From an optimization exercise on the open Yosys and OpenROAD flow, aimed at small area, a short achievable clock period and few clock cycles; shortcuts taken in it are not production practice. At most, simulation tests tie the RTL to the original design; equivalence was not proved.

==> v8 <==
==> flow/design.v <==
module sqtab(input [7:0] h, output reg [3:0] q, output reg [4:0] r);
always @(*) begin
	case (h)
	8'd0: begin q = 4'd0; r = 5'd0; end
	8'd1: begin q = 4'd1; r = 5'd0; end
	8'd2: begin q = 4'd1; r = 5'd1; end
	8'd3: begin q = 4'd1; r = 5'd2; end
	8'd4: begin q = 4'd2; r = 5'd0; end
	8'd5: begin q = 4'd2; r = 5'd1; end
	8'd6: begin q = 4'd2; r = 5'd2; end
	8'd7: begin q = 4'd2; r = 5'd3; end
	8'd8: begin q = 4'd2; r = 5'd4; end
	8'd9: begin q = 4'd3; r = 5'd0; end
	8'd10: begin q = 4'd3; r = 5'd1; end
	8'd11: begin q = 4'd3; r = 5'd2; end
	8'd12: begin q = 4'd3; r = 5'd3; end
	8'd13: begin q = 4'd3; r = 5'd4; end
	8'd14: begin q = 4'd3; r = 5'd5; end
	8'd15: begin q = 4'd3; r = 5'd6; end
	8'd16: begin q = 4'd4; r = 5'd0; end
	8'd17: begin q = 4'd4; r = 5'd1; end
	8'd18: begin q = 4'd4; r = 5'd2; end
	8'd19: begin q = 4'd4; r = 5'd3; end
	8'd20: begin q = 4'd4; r = 5'd4; end
	8'd21: begin q = 4'd4; r = 5'd5; end
	8'd22: begin q = 4'd4; r = 5'd6; end
	8'd23: begin q = 4'd4; r = 5'd7; end
	8'd24: begin q = 4'd4; r = 5'd8; end
	8'd25: begin q = 4'd5; r = 5'd0; end
	8'd26: begin q = 4'd5; r = 5'd1; end
	8'd27: begin q = 4'd5; r = 5'd2; end
	8'd28: begin q = 4'd5; r = 5'd3; end
	8'd29: begin q = 4'd5; r = 5'd4; end
	8'd30: begin q = 4'd5; r = 5'd5; end
	8'd31: begin q = 4'd5; r = 5'd6; end
	8'd32: begin q = 4'd5; r = 5'd7; end
	8'd33: begin q = 4'd5; r = 5'd8; end
	8'd34: begin q = 4'd5; r = 5'd9; end
	8'd35: begin q = 4'd5; r = 5'd10; end
	8'd36: begin q = 4'd6; r = 5'd0; end
	8'd37: begin q = 4'd6; r = 5'd1; end
	8'd38: begin q = 4'd6; r = 5'd2; end
	8'd39: begin q = 4'd6; r = 5'd3; end
	8'd40: begin q = 4'd6; r = 5'd4; end
	8'd41: begin q = 4'd6; r = 5'd5; end
	8'd42: begin q = 4'd6; r = 5'd6; end
	8'd43: begin q = 4'd6; r = 5'd7; end
	8'd44: begin q = 4'd6; r = 5'd8; end
	8'd45: begin q = 4'd6; r = 5'd9; end
	8'd46: begin q = 4'd6; r = 5'd10; end
	8'd47: begin q = 4'd6; r = 5'd11; end
	8'd48: begin q = 4'd6; r = 5'd12; end
	8'd49: begin q = 4'd7; r = 5'd0; end
	8'd50: begin q = 4'd7; r = 5'd1; end
	8'd51: begin q = 4'd7; r = 5'd2; end
	8'd52: begin q = 4'd7; r = 5'd3; end
	8'd53: begin q = 4'd7; r = 5'd4; end
	8'd54: begin q = 4'd7; r = 5'd5; end
	8'd55: begin q = 4'd7; r = 5'd6; end
	8'd56: begin q = 4'd7; r = 5'd7; end
	8'd57: begin q = 4'd7; r = 5'd8; end
	8'd58: begin q = 4'd7; r = 5'd9; end
	8'd59: begin q = 4'd7; r = 5'd10; end
	8'd60: begin q = 4'd7; r = 5'd11; end
	8'd61: begin q = 4'd7; r = 5'd12; end
	8'd62: begin q = 4'd7; r = 5'd13; end
	8'd63: begin q = 4'd7; r = 5'd14; end
	8'd64: begin q = 4'd8; r = 5'd0; end
	8'd65: begin q = 4'd8; r = 5'd1; end
	8'd66: begin q = 4'd8; r = 5'd2; end
	8'd67: begin q = 4'd8; r = 5'd3; end
	8'd68: begin q = 4'd8; r = 5'd4; end
	8'd69: begin q = 4'd8; r = 5'd5; end
	8'd70: begin q = 4'd8; r = 5'd6; end
	8'd71: begin q = 4'd8; r = 5'd7; end
	8'd72: begin q = 4'd8; r = 5'd8; end
	8'd73: begin q = 4'd8; r = 5'd9; end
	8'd74: begin q = 4'd8; r = 5'd10; end
	8'd75: begin q = 4'd8; r = 5'd11; end
	8'd76: begin q = 4'd8; r = 5'd12; end
	8'd77: begin q = 4'd8; r = 5'd13; end
	8'd78: begin q = 4'd8; r = 5'd14; end
	8'd79: begin q = 4'd8; r = 5'd15; end
	8'd80: begin q = 4'd8; r = 5'd16; end
	8'd81: begin q = 4'd9; r = 5'd0; end
	8'd82: begin q = 4'd9; r = 5'd1; end
	8'd83: begin q = 4'd9; r = 5'd2; end
	8'd84: begin q = 4'd9; r = 5'd3; end
	8'd85: begin q = 4'd9; r = 5'd4; end
	8'd86: begin q = 4'd9; r = 5'd5; end
	8'd87: begin q = 4'd9; r = 5'd6; end
	8'd88: begin q = 4'd9; r = 5'd7; end
	8'd89: begin q = 4'd9; r = 5'd8; end
	8'd90: begin q = 4'd9; r = 5'd9; end
	8'd91: begin q = 4'd9; r = 5'd10; end
	8'd92: begin q = 4'd9; r = 5'd11; end
	8'd93: begin q = 4'd9; r = 5'd12; end
	8'd94: begin q = 4'd9; r = 5'd13; end
	8'd95: begin q = 4'd9; r = 5'd14; end
	8'd96: begin q = 4'd9; r = 5'd15; end
	8'd97: begin q = 4'd9; r = 5'd16; end
	8'd98: begin q = 4'd9; r = 5'd17; end
	8'd99: begin q = 4'd9; r = 5'd18; end
	8'd100: begin q = 4'd10; r = 5'd0; end
	8'd101: begin q = 4'd10; r = 5'd1; end
	8'd102: begin q = 4'd10; r = 5'd2; end
	8'd103: begin q = 4'd10; r = 5'd3; end
	8'd104: begin q = 4'd10; r = 5'd4; end
	8'd105: begin q = 4'd10; r = 5'd5; end
	8'd106: begin q = 4'd10; r = 5'd6; end
	8'd107: begin q = 4'd10; r = 5'd7; end
	8'd108: begin q = 4'd10; r = 5'd8; end
	8'd109: begin q = 4'd10; r = 5'd9; end
	8'd110: begin q = 4'd10; r = 5'd10; end
	8'd111: begin q = 4'd10; r = 5'd11; end
	8'd112: begin q = 4'd10; r = 5'd12; end
	8'd113: begin q = 4'd10; r = 5'd13; end
	8'd114: begin q = 4'd10; r = 5'd14; end
	8'd115: begin q = 4'd10; r = 5'd15; end
	8'd116: begin q = 4'd10; r = 5'd16; end
	8'd117: begin q = 4'd10; r = 5'd17; end
	8'd118: begin q = 4'd10; r = 5'd18; end
	8'd119: begin q = 4'd10; r = 5'd19; end
	8'd120: begin q = 4'd10; r = 5'd20; end
	8'd121: begin q = 4'd11; r = 5'd0; end
	8'd122: begin q = 4'd11; r = 5'd1; end
	8'd123: begin q = 4'd11; r = 5'd2; end
	8'd124: begin q = 4'd11; r = 5'd3; end
	8'd125: begin q = 4'd11; r = 5'd4; end
	8'd126: begin q = 4'd11; r = 5'd5; end
	8'd127: begin q = 4'd11; r = 5'd6; end
	8'd128: begin q = 4'd11; r = 5'd7; end
	default: begin q = 4'bx; r = 5'bx; end
	endcase
end
endmodule
module sumsq(input [7:0] a, input [7:0] b, output [15:0] s);
	wire n1, n2;
	assign {n2, n1} = (a[1] & a[6]) + (a[2] & a[5]) + (a[3] & a[4]);
	wire n3, n4;
	assign {n4, n3} = a[4] + (a[7] & ~a[0]);
	wire n5, n6;
	assign {n6, n5} = (a[0] & a[5]) + (a[1] & a[4]) + (a[2] & a[3]);
	wire n7, n8;
	assign {n8, n7} = (a[0] & a[6]) + (a[1] & a[5]);
	wire n9, n10;
	assign {n10, n9} = a[7] + (b[1] & b[6]) + (b[2] & b[5]);
	wire n11, n12;
	assign {n12, n11} = (b[3] & b[4]) + b[4] + (b[7] & ~b[0]);
	wire n13, n14;
	assign {n14, n13} = (a[2] & a[6]) + (a[3] & a[5]) + (a[7] & ~a[1]);
	wire n15, n16;
	assign {n16, n15} = (b[2] & b[6]) + (b[3] & b[5]) + (b[7] & ~b[1]);
	wire n17, n18;
	assign {n18, n17} = (a[3] & a[6]) + (a[4] & a[5]) + a[5];
	wire n19, n20;
	assign {n20, n19} = (a[7] & ~a[2]) + (b[3] & b[6]) + (b[4] & b[5]);
	wire n21, n22;
	assign {n22, n21} = (a[0] & a[3]) + (a[1] & a[2]) + a[2];
	wire n23, n24;
	assign {n24, n23} = (a[0] & a[4]) + (a[1] & a[3]);
	wire n25, n26;
	assign {n26, n25} = a[3] + (b[0] & b[5]) + (b[1] & b[4]);
	wire n27, n28;
	assign {n28, n27} = (b[2] & b[3]) + b[3];
	wire n29, n30;
	assign {n30, n29} = (a[2] & a[4]) + (b[0] & b[6]) + (b[1] & b[5]);
	wire n31, n32;
	assign {n32, n31} = (b[2] & b[4]) + n6 + n7;
	wire n33, n34;
	assign {n34, n33} = b[7] + n1 + n3;
	wire n35, n36;
	assign {n36, n35} = n8 + n9 + n11;
	wire n37, n38;
	assign {n38, n37} = n2 + n4 + n10;
	wire n39, n40;
	assign {n40, n39} = n12 + n13 + n15;
	wire n41, n42;
	assign {n42, n41} = b[5] + (b[7] & ~b[2]) + n14;
	wire n43, n44;
	assign {n44, n43} = n16 + n17 + n19;
	wire n45, n46;
	assign {n46, n45} = (a[4] & a[6]) + (a[7] & ~a[3]) + (b[4] & b[6]);
	wire n47, n48;
	assign {n48, n47} = (b[7] & ~b[3]) + n18 + n20;
	wire n49, n50;
	assign {n50, n49} = (a[5] & a[6]) + a[6] + (a[7] & ~a[4]);
	wire n51, n52;
	assign {n52, n51} = (b[5] & b[6]) + b[6] + (b[7] & ~b[4]);
	wire n53, n54;
	assign {n54, n53} = (a[0] & a[1]) + a[1];
	wire n55, n56;
	assign {n56, n55} = (b[0] & b[3]) + (b[1] & b[2]);
	wire n57, n58;
	assign {n58, n57} = (b[0] & b[4]) + (b[1] & b[3]) + n22;
	wire n59, n60;
	assign {n60, n59} = n5 + n24 + n25;
	wire n61, n62;
	assign {n62, n61} = n26 + n28 + n29;
	wire n63, n64;
	assign {n64, n63} = n30 + n32 + n33;
	wire n65, n66;
	assign {n66, n65} = n34 + n36 + n37;
	wire n67, n68;
	assign {n68, n67} = n38 + n40 + n41;
	wire n69, n70;
	assign {n70, n69} = n42 + n44 + n45;
	wire n71, n72;
	assign {n72, n71} = n46 + n48 + n49;
	wire n73, n74;
	assign {n74, n73} = (a[7] & ~a[5]) + (b[7] & ~b[5]) + n50;
	wire n75, n76;
	assign {n76, n75} = (a[7] & ~a[6]) + a[7] + (b[7] & ~b[6]);
	wire n77, n78;
	assign {n78, n77} = (b[0] & b[1]) + b[1];
	wire n79, n80;
	assign {n80, n79} = (a[0] & a[2]) + (b[0] & b[2]) + n54;
	wire n81, n82;
	assign {n82, n81} = b[2] + n21 + n55;
	wire n83, n84;
	assign {n84, n83} = n23 + n56 + n57;
	wire n85, n86;
	assign {n86, n85} = n27 + n58 + n59;
	wire n87, n88;
	assign {n88, n87} = n31 + n60 + n61;
	wire n89, n90;
	assign {n90, n89} = n35 + n62 + n63;
	wire n91, n92;
	assign {n92, n91} = n39 + n64 + n65;
	wire n93, n94;
	assign {n94, n93} = n43 + n66 + n67;
	wire n95, n96;
	assign {n96, n95} = n47 + n68 + n69;
	wire n97, n98;
	assign {n98, n97} = n51 + n70 + n71;
	wire n99, n100;
	assign {n100, n99} = n52 + n72 + n73;
	wire n101, n102;
	assign {n102, n101} = b[7] + n74 + n75;
	wire n103, n104;
	assign {n104, n103} = a[7] + b[7] + n76;
	wire [15:0] r0 = {n102, n100, n98, n96, n94, n92, n90, n88, n86, n84, n82, n80, n78, n53, 1'b0, a[0]};
	wire [15:0] r1 = {n103, n101, n99, n97, n95, n93, n91, n89, n87, n85, n83, n81, n79, n77, 1'b0, b[0]};
	assign s = r0 + r1;
endmodule
module sqrt #(parameter FIRST = 0, parameter LAST = 8) (
	input  [15:0] s,
	input  [7:0]  q_in,
	input  [9:0]  r_in,
	output [7:0]  q_out,
	output [9:0]  r_out
);
	wire [7:0] Q [0:8];
	wire [9:0] R [0:8];
	assign Q[FIRST] = q_in;
	assign R[FIRST] = r_in;
	genvar k;
	generate for (k = FIRST; k < LAST; k = k + 1) begin : stg
		wire [k+2:0] rr = {R[k][k:0], s[15-2*k:14-2*k]};
		wire [k+3:0] t;
		if (k == 0) begin : first
			assign t = {1'b0, rr} - 4'b0001;
		end else begin : next
			assign t = {1'b0, rr} - {2'b00, Q[k][k-1:0], 2'b01};
		end
		wire bit_ = ~t[k+3];
		wire [k+1:0] rn = bit_ ? t[k+1:0] : rr[k+1:0];
		assign Q[k+1] = {Q[k][6:0], bit_};
		assign R[k+1] = rn;
	end endgenerate
	assign q_out = Q[LAST];
	assign r_out = R[LAST];
endmodule
module a2_add_b2(
	input 				clk 	,
	input 				rst_n	,
	input 		[7:0]	a		,
	input 		[7:0]	b		,
	input 				i_vld	,
	output				o_vld	,
	output		[7:0]	sqrt	,
	output		[15:0]  remain
);
	localparam N = 4;
	wire [15:0] s_in;
	sumsq u_sumsq (.a(a), .b(b), .s(s_in));
	wire [N-1:0] q_hi;
	wire [N:0] r_hi;
	sqtab u_tab (.h(s_in[15:16-2*N]), .q(q_hi), .r(r_hi));
	reg [N-1:0] q_r;
	reg [N:0] r_r;
	reg [15-2*N:0] s_r;
	reg vld_r;
	always @(posedge clk) begin
		q_r <= q_hi;
		r_r <= r_hi;
		s_r <= s_in[15-2*N:0];
	end
	always @(posedge clk or negedge rst_n) begin
		if (~rst_n) vld_r <= 1'b0;
		else        vld_r <= i_vld;
	end
	wire [7:0] q_end;
	wire [9:0] r_end;
	sqrt #(.FIRST(N), .LAST(8)) u_back (
		.s({{(2*N){1'b0}}, s_r}), .q_in({{(8-N){1'b0}}, q_r}), .r_in({{(9-N){1'b0}}, r_r}),
		.q_out(q_end), .r_out(r_end));
	assign o_vld  = vld_r;
	assign sqrt   = q_end;
	assign remain = {7'd0, r_end[8:0]};
endmodule
==> flow/run.sh <==
#!/bin/bash
# synth_recipe.tcl (not shown) runs the flow's synth.tcl, then flattens the netlist and writes it again
# the make line also repeats each setting of config.mk as NAME=value (left out here)
make -C /OpenROAD-flow-scripts/flow DESIGN_CONFIG=/design/flow/config.mk WORK_HOME=/design/flow/orfs CLKGATE_MAP_FILE= SYNTH_SCRIPT=/design/flow/synth_recipe.tcl finish
==> flow/config.mk <==
export PLATFORM = sky130hd
export DESIGN_NAME = a2_add_b2
export DESIGN_NICKNAME = a2_add_b2
export VERILOG_FILES = /design/flow/design.v
export SDC_FILE = /design/flow/constraint.sdc
export NUM_CORES = 4
export LEC_CHECK = 0
export CAP_MARGIN = 20
export CORE_MARGIN = 2
export CORE_UTILIZATION = 40
export PLACE_DENSITY = 0.6
export SLEW_MARGIN = 20
==> flow/constraint.sdc <==
create_clock -name core_clock -period 6.5 [get_ports {clk}]
set_input_delay 1.3000 -clock core_clock [delete_from_list [all_inputs] [get_ports {clk}]]
set_output_delay 1.3000 -clock core_clock [all_outputs]
set_load 0.01 [all_outputs]
==> v28: changes against v8 <==
==> flow/design.v, changed modules only <==
module sumsq(input [7:0] a, input [7:0] b, output [15:0] s);
	wire n1, n2;
	assign {n2, n1} = (a[1] & a[6]) + (a[2] & a[5]) + (a[3] & a[4]);
	wire n3, n4;
	assign {n4, n3} = a[4] + (a[7] & ~a[0]);
	wire n5, n6;
	assign {n6, n5} = (a[0] & a[5]) + (a[1] & a[4]) + (a[2] & a[3]);
	wire n7, n8;
	assign {n8, n7} = (a[0] & a[6]) + (a[1] & a[5]);
	wire n9, n10;
	assign {n10, n9} = a[7] + (b[1] & b[6]) + (b[2] & b[5]);
	wire n11, n12;
	assign {n12, n11} = (b[3] & b[4]) + b[4] + (b[7] & ~b[0]);
	wire n13, n14;
	assign {n14, n13} = (a[2] & a[6]) + (a[3] & a[5]) + (a[7] & ~a[1]);
	wire n15, n16;
	assign {n16, n15} = (b[2] & b[6]) + (b[3] & b[5]) + (b[7] & ~b[1]);
	wire n17, n18;
	assign {n18, n17} = (a[3] & a[6]) + (a[4] & a[5]) + a[5];
	wire n19, n20;
	assign {n20, n19} = (a[7] & ~a[2]) + (b[3] & b[6]) + (b[4] & b[5]);
	wire n21, n22;
	assign {n22, n21} = (a[0] & a[3]) + (a[1] & a[2]) + a[2];
	wire n23, n24;
	assign {n24, n23} = (a[0] & a[4]) + (a[1] & a[3]);
	wire n25, n26;
	assign {n26, n25} = a[3] + (b[0] & b[5]) + (b[1] & b[4]);
	wire n27, n28;
	assign {n28, n27} = (b[2] & b[3]) + b[3];
	wire n29, n30;
	assign {n30, n29} = (a[2] & a[4]) + (b[0] & b[6]) + (b[1] & b[5]);
	wire n31, n32;
	assign {n32, n31} = (b[2] & b[4]) + n6 + n7;
	wire n33, n34;
	assign {n34, n33} = b[7] + n1 + n3;
	wire n35, n36;
	assign {n36, n35} = n8 + n9 + n11;
	wire n37, n38;
	assign {n38, n37} = n2 + n4 + n10;
	wire n39, n40;
	assign {n40, n39} = n12 + n13 + n15;
	wire n41, n42;
	assign {n42, n41} = b[5] + (b[7] & ~b[2]) + n14;
	wire n43, n44;
	assign {n44, n43} = n16 + n17 + n19;
	wire n45, n46;
	assign {n46, n45} = (a[4] & a[6]) + (a[7] & ~a[3]) + (b[4] & b[6]);
	wire n47, n48;
	assign {n48, n47} = (b[7] & ~b[3]) + n18 + n20;
	wire n49, n50;
	assign {n50, n49} = (a[5] & a[6]) + a[6] + (a[7] & ~a[4]);
	wire n51, n52;
	assign {n52, n51} = (b[5] & b[6]) + b[6] + (b[7] & ~b[4]);
	wire n53, n54;
	assign {n54, n53} = (a[0] & a[1]) + a[1];
	wire n55, n56;
	assign {n56, n55} = (b[0] & b[3]) + (b[1] & b[2]);
	wire n57, n58;
	assign {n58, n57} = (b[0] & b[4]) + (b[1] & b[3]) + n22;
	wire n59, n60;
	assign {n60, n59} = n5 + n24 + n25;
	wire n61, n62;
	assign {n62, n61} = n26 + n28 + n29;
	wire n63, n64;
	assign {n64, n63} = n30 + n32 + n33;
	wire n65, n66;
	assign {n66, n65} = n34 + n36 + n37;
	wire n67, n68;
	assign {n68, n67} = n38 + n40 + n41;
	wire n69, n70;
	assign {n70, n69} = n42 + n44 + n45;
	wire n71, n72;
	assign {n72, n71} = n46 + n48 + n49;
	wire n73, n74;
	assign {n74, n73} = (a[7] & ~a[5]) + (b[7] & ~b[5]) + n50;
	wire n75, n76;
	assign {n76, n75} = (a[7] & ~a[6]) + a[7] + (b[7] & ~b[6]);
	wire n77, n78;
	assign {n78, n77} = (b[0] & b[1]) + b[1];
	wire n79, n80;
	assign {n80, n79} = (a[0] & a[2]) + (b[0] & b[2]) + n54;
	wire n81, n82;
	assign {n82, n81} = b[2] + n21 + n55;
	wire n83, n84;
	assign {n84, n83} = n23 + n56 + n57;
	wire n85, n86;
	assign {n86, n85} = n27 + n58 + n59;
	wire n87, n88;
	assign {n88, n87} = n31 + n60 + n61;
	wire n89, n90;
	assign {n90, n89} = n35 + n62 + n63;
	wire n91, n92;
	assign {n92, n91} = n39 + n64 + n65;
	wire n93, n94;
	assign {n94, n93} = n43 + n66 + n67;
	wire n95, n96;
	assign {n96, n95} = n47 + n68 + n69;
	wire n97, n98;
	assign {n98, n97} = n51 + n70 + n71;
	wire n99, n100;
	assign {n100, n99} = n52 + n72 + n73;
	wire n101, n102;
	assign {n102, n101} = b[7] + n74 + n75;
	wire n103, n104;
	assign {n104, n103} = a[7] + b[7] + n76;
	wire [15:0] r0 = {n102, n100, n98, n96, n94, n92, n90, n88, n86, n84, n82, n80, n78, n53, 1'b0, a[0]};
	wire [15:0] r1 = {n103, n101, n99, n97, n95, n93, n91, n89, n87, n85, n83, n81, n79, n77, 1'b0, b[0]};
	wire [15:0] g0 = r0 & r1, p0 = r0 ^ r1;
	wire bg1 = g0[1] | (p0[1] & g0[0]);
	wire bp1 = p0[1] & p0[0];
	wire bg2 = g0[3] | (p0[3] & g0[2]);
	wire bp2 = p0[3] & p0[2];
	wire bg3 = g0[5] | (p0[5] & g0[4]);
	wire bp3 = p0[5] & p0[4];
	wire bg4 = g0[7] | (p0[7] & g0[6]);
	wire bp4 = p0[7] & p0[6];
	wire bg5 = g0[9] | (p0[9] & g0[8]);
	wire bp5 = p0[9] & p0[8];
	wire bg6 = g0[11] | (p0[11] & g0[10]);
	wire bp6 = p0[11] & p0[10];
	wire bg7 = g0[13] | (p0[13] & g0[12]);
	wire bp7 = p0[13] & p0[12];
	wire bg8 = g0[15] | (p0[15] & g0[14]);
	wire bp8 = p0[15] & p0[14];
	wire bg9 = bg2 | (bp2 & bg1);
	wire bp9 = bp2 & bp1;
	wire bg10 = bg4 | (bp4 & bg3);
	wire bp10 = bp4 & bp3;
	wire bg11 = bg6 | (bp6 & bg5);
	wire bp11 = bp6 & bp5;
	wire bg12 = bg8 | (bp8 & bg7);
	wire bp12 = bp8 & bp7;
	wire bg13 = bg10 | (bp10 & bg9);
	wire bp13 = bp10 & bp9;
	wire bg14 = bg12 | (bp12 & bg11);
	wire bp14 = bp12 & bp11;
	wire bg15 = bg14 | (bp14 & bg13);
	wire bp15 = bp14 & bp13;
	wire bg16 = bg11 | (bp11 & bg13);
	wire bp16 = bp11 & bp13;
	wire bg17 = bg3 | (bp3 & bg9);
	wire bp17 = bp3 & bp9;
	wire bg18 = bg5 | (bp5 & bg13);
	wire bp18 = bp5 & bp13;
	wire bg19 = bg7 | (bp7 & bg16);
	wire bp19 = bp7 & bp16;
	wire bg20 = g0[2] | (p0[2] & bg1);
	wire bp20 = p0[2] & bp1;
	wire bg21 = g0[4] | (p0[4] & bg9);
	wire bp21 = p0[4] & bp9;
	wire bg22 = g0[6] | (p0[6] & bg17);
	wire bp22 = p0[6] & bp17;
	wire bg23 = g0[8] | (p0[8] & bg13);
	wire bp23 = p0[8] & bp13;
	wire bg24 = g0[10] | (p0[10] & bg18);
	wire bp24 = p0[10] & bp18;
	wire bg25 = g0[12] | (p0[12] & bg16);
	wire bp25 = p0[12] & bp16;
	wire bg26 = g0[14] | (p0[14] & bg19);
	wire bp26 = p0[14] & bp19;
	wire [15:0] c = {bg26, bg19, bg25, bg16, bg24, bg18, bg23, bg13, bg22, bg17, bg21, bg9, bg20, bg1, g0[0], 1'b0};
	assign s = p0 ^ c;
endmodule
module sq2 #(parameter J = 4) (
	input  [J-1+(J==0):0] q,
	input  [J:0]   r,
	input  [1:0]   s2,
	output [J:0]   qn,
	output [J+1:0] rn
);
	wire [J+2:0] rr = {r, s2};
	wire [J+3:0] d;
	generate if (J == 0) begin : first
		assign d = {1'b0, rr} - 4'b0001;
		assign qn = ~d[J+3];
	end else begin : next
		assign d = {1'b0, rr} - {q, 2'b01};
		assign qn = {q, ~d[J+3]};
	end endgenerate
	assign rn = d[J+3] ? rr[J+1:0] : d[J+1:0];
endmodule
module sq4 #(parameter J = 4) (
	input  [J-1:0] q,
	input  [J:0]   r,
	input  [3:0]   s4,
	output [J+1:0] qn,
	output [J+2:0] rn
);
	wire [J+4:0] rr = {r, s4};
	wire [J+5:0] d1 = {1'b0, rr} - {q, 3'b001};
	wire [J+5:0] d2 = {1'b0, rr} - {q, 4'b0100};
	wire [J+5:0] d3 = {1'b0, rr} - {q, 4'b0000} - {q, 3'b000} - 9;
	wire g1 = ~d1[J+5];
	wire g2 = ~d2[J+5];
	wire g3 = ~d3[J+5];
	assign qn = {q, g2, g3 | (g1 & ~g2)};
	assign rn = g3 ? d3[J+2:0] : g2 ? d2[J+2:0] : g1 ? d1[J+2:0] : rr[J+2:0];
endmodule
module a2_add_b2(
	input 				clk 	,
	input 				rst_n	,
	input 		[7:0]	a		,
	input 		[7:0]	b		,
	input 				i_vld	,
	output				o_vld	,
	output		[7:0]	sqrt	,
	output		[15:0]  remain
);
	wire [15:0] s_in;
	sumsq u_sumsq (.a(a), .b(b), .s(s_in));
	wire [3:0] q4;
	wire [4:0] r4;
	sqtab u_tab (.h(s_in[15:8]), .q(q4), .r(r4));
	wire [4:0] q5;
	wire [5:0] r5;
	sq2 #(.J(4)) u_s4 (.q(q4), .r(r4), .s2(s_in[7:6]), .qn(q5), .rn(r5));
	reg vld_r;
	reg [4:0] q_r;
	reg [5:0] r_r;
	reg [5:0] s_r;
	always @(posedge clk) begin
		q_r <= q5;
		r_r <= r5;
		s_r <= s_in[5:0];
	end
	always @(posedge clk or negedge rst_n) begin
		if (~rst_n) vld_r <= 1'b0;
		else        vld_r <= i_vld;
	end
	wire [4:0] p5 = q_r;
	wire [5:0] t5 = r_r;
	wire [5:0] p6;
	wire [6:0] t6;
	sq2 #(.J(5)) u_t5 (.q(p5), .r(t5), .s2(s_r[5:4]), .qn(p6), .rn(t6));
	wire [6:0] p7;
	wire [7:0] t7;
	sq2 #(.J(6)) u_t6 (.q(p6), .r(t6), .s2(s_r[3:2]), .qn(p7), .rn(t7));
	wire [7:0] p8;
	wire [8:0] t8;
	sq2 #(.J(7)) u_t7 (.q(p7), .r(t7), .s2(s_r[1:0]), .qn(p8), .rn(t8));
	assign o_vld  = vld_r;
	assign sqrt   = p8;
	assign remain = {7'd0, t8[8:0]};
endmodule
// module sqrt removed
==> flow/flow/run.sh (new file) <==
#!/bin/bash
# The standard layout flow (standard.sh), with two changes:
#  - synthesis leaves adders as plain gates for ABC instead of mapping them
#    to the library's full- and half-adder cells (ADDER_MAP_FILE empty);
#  - the port buffers that placement inserts on every input and output are
#    sky130_fd_sc_hd__buf_2 cells.
# Registers, constraints and every other step are the standard ones.
set -o pipefail
bash standard.sh ADDER_MAP_FILE= "BUFFER_PORTS_ARGS=-buffer_cell sky130_fd_sc_hd__buf_2" finish > standard.log 2>&1
==> flow/standard.sh (new file) <==
#!/bin/bash
# synth_recipe.tcl (not shown) runs the flow's synth.tcl, then flattens the netlist and writes it again
# the make line also repeats each setting of config.mk as NAME=value (left out here)
make -C /OpenROAD-flow-scripts/flow DESIGN_CONFIG=/design/flow/config.mk WORK_HOME=/design/flow/orfs CLKGATE_MAP_FILE= SYNTH_SCRIPT=/design/flow/synth_recipe.tcl "${@:-finish}"
ABC_AREA = 1   (was default)
removed: flow/run.sh
==> run summary <==
Master of the slowest instance on the critical path: v28 sky130_fd_sc_hd__dfxtp_1; v8 sky130_fd_sc_hd__or4_4
Final #Nets: v28 1013; v8 908
Area share of xor/xnor cells in the synthesized design: v28 0.0545; v8 0.0792
Per-cell via count in the routed design: v28 4.92; v8 5.19
Placer Congestion: v28 0.862; v8 0.919
Fin crit period: v28 5.71 ns; v8 7.60 ns
Metal1 wirelength: v28 5.98 mm; v8 6.18 mm
Number of non-clock inverters: v28 141; v8 80
Number of distinct standard cells referenced by the synthesized netlist: v28 49; v8 75
Starting density of the core: v28 0.411; v8 0.413
Fraction of the cycle the final worst path needs: v28 0.879; v8 1.17
Outcome: v28 finished clean; v8 complete, but fails checks
Reasons for failing layout checks: v28 -; v8 negative setup slack
Global router's overall resource usage: v28 0.183; v8 0.220
Final standard cell area without fillers: v28 5210 um2; v8 6910 um2
First DRT Iteration DRCs: v28 264; v8 191
Post-synthesis instance total: v28 974; v8 603
Area added between synthesis and finish: v28 5.68%; v8 45.3%
For v8, only the layout was checked, not whether the RTL still works.

[re-timing with driven ports]
In the flow no input, the clock included, has a driving cell. The finished layouts below were timed again as built, in two steps. Step 1 (the two cells are an assumption about what drives the block):
set clk [get_ports {clk}]
set_driving_cell -lib_cell sky130_fd_sc_hd__clkbuf_16 $clk
set_driving_cell -lib_cell sky130_fd_sc_hd__buf_2 [delete_from_list [all_inputs] $clk]
Step 2 adds t to the input delays and takes it off the output delays; t is the mean of the earliest and latest rising clock arrival at the registers after step 1. Input paths then give back, and output paths get back, about the clock's delay inside the block. Slacks: ideal ports / drivers / drivers and shift; pairs: ideal ports / drivers.
| run | t (ns) | slack for setup (ns) | worst setup path at the end |
|---|---|---|---|
| v8 | 0.286 | -1.100 / -1.134 / -0.848 | register to output |
| v28 | 0.280 | 0.788 / 0.756 / 1.036 | register to output |
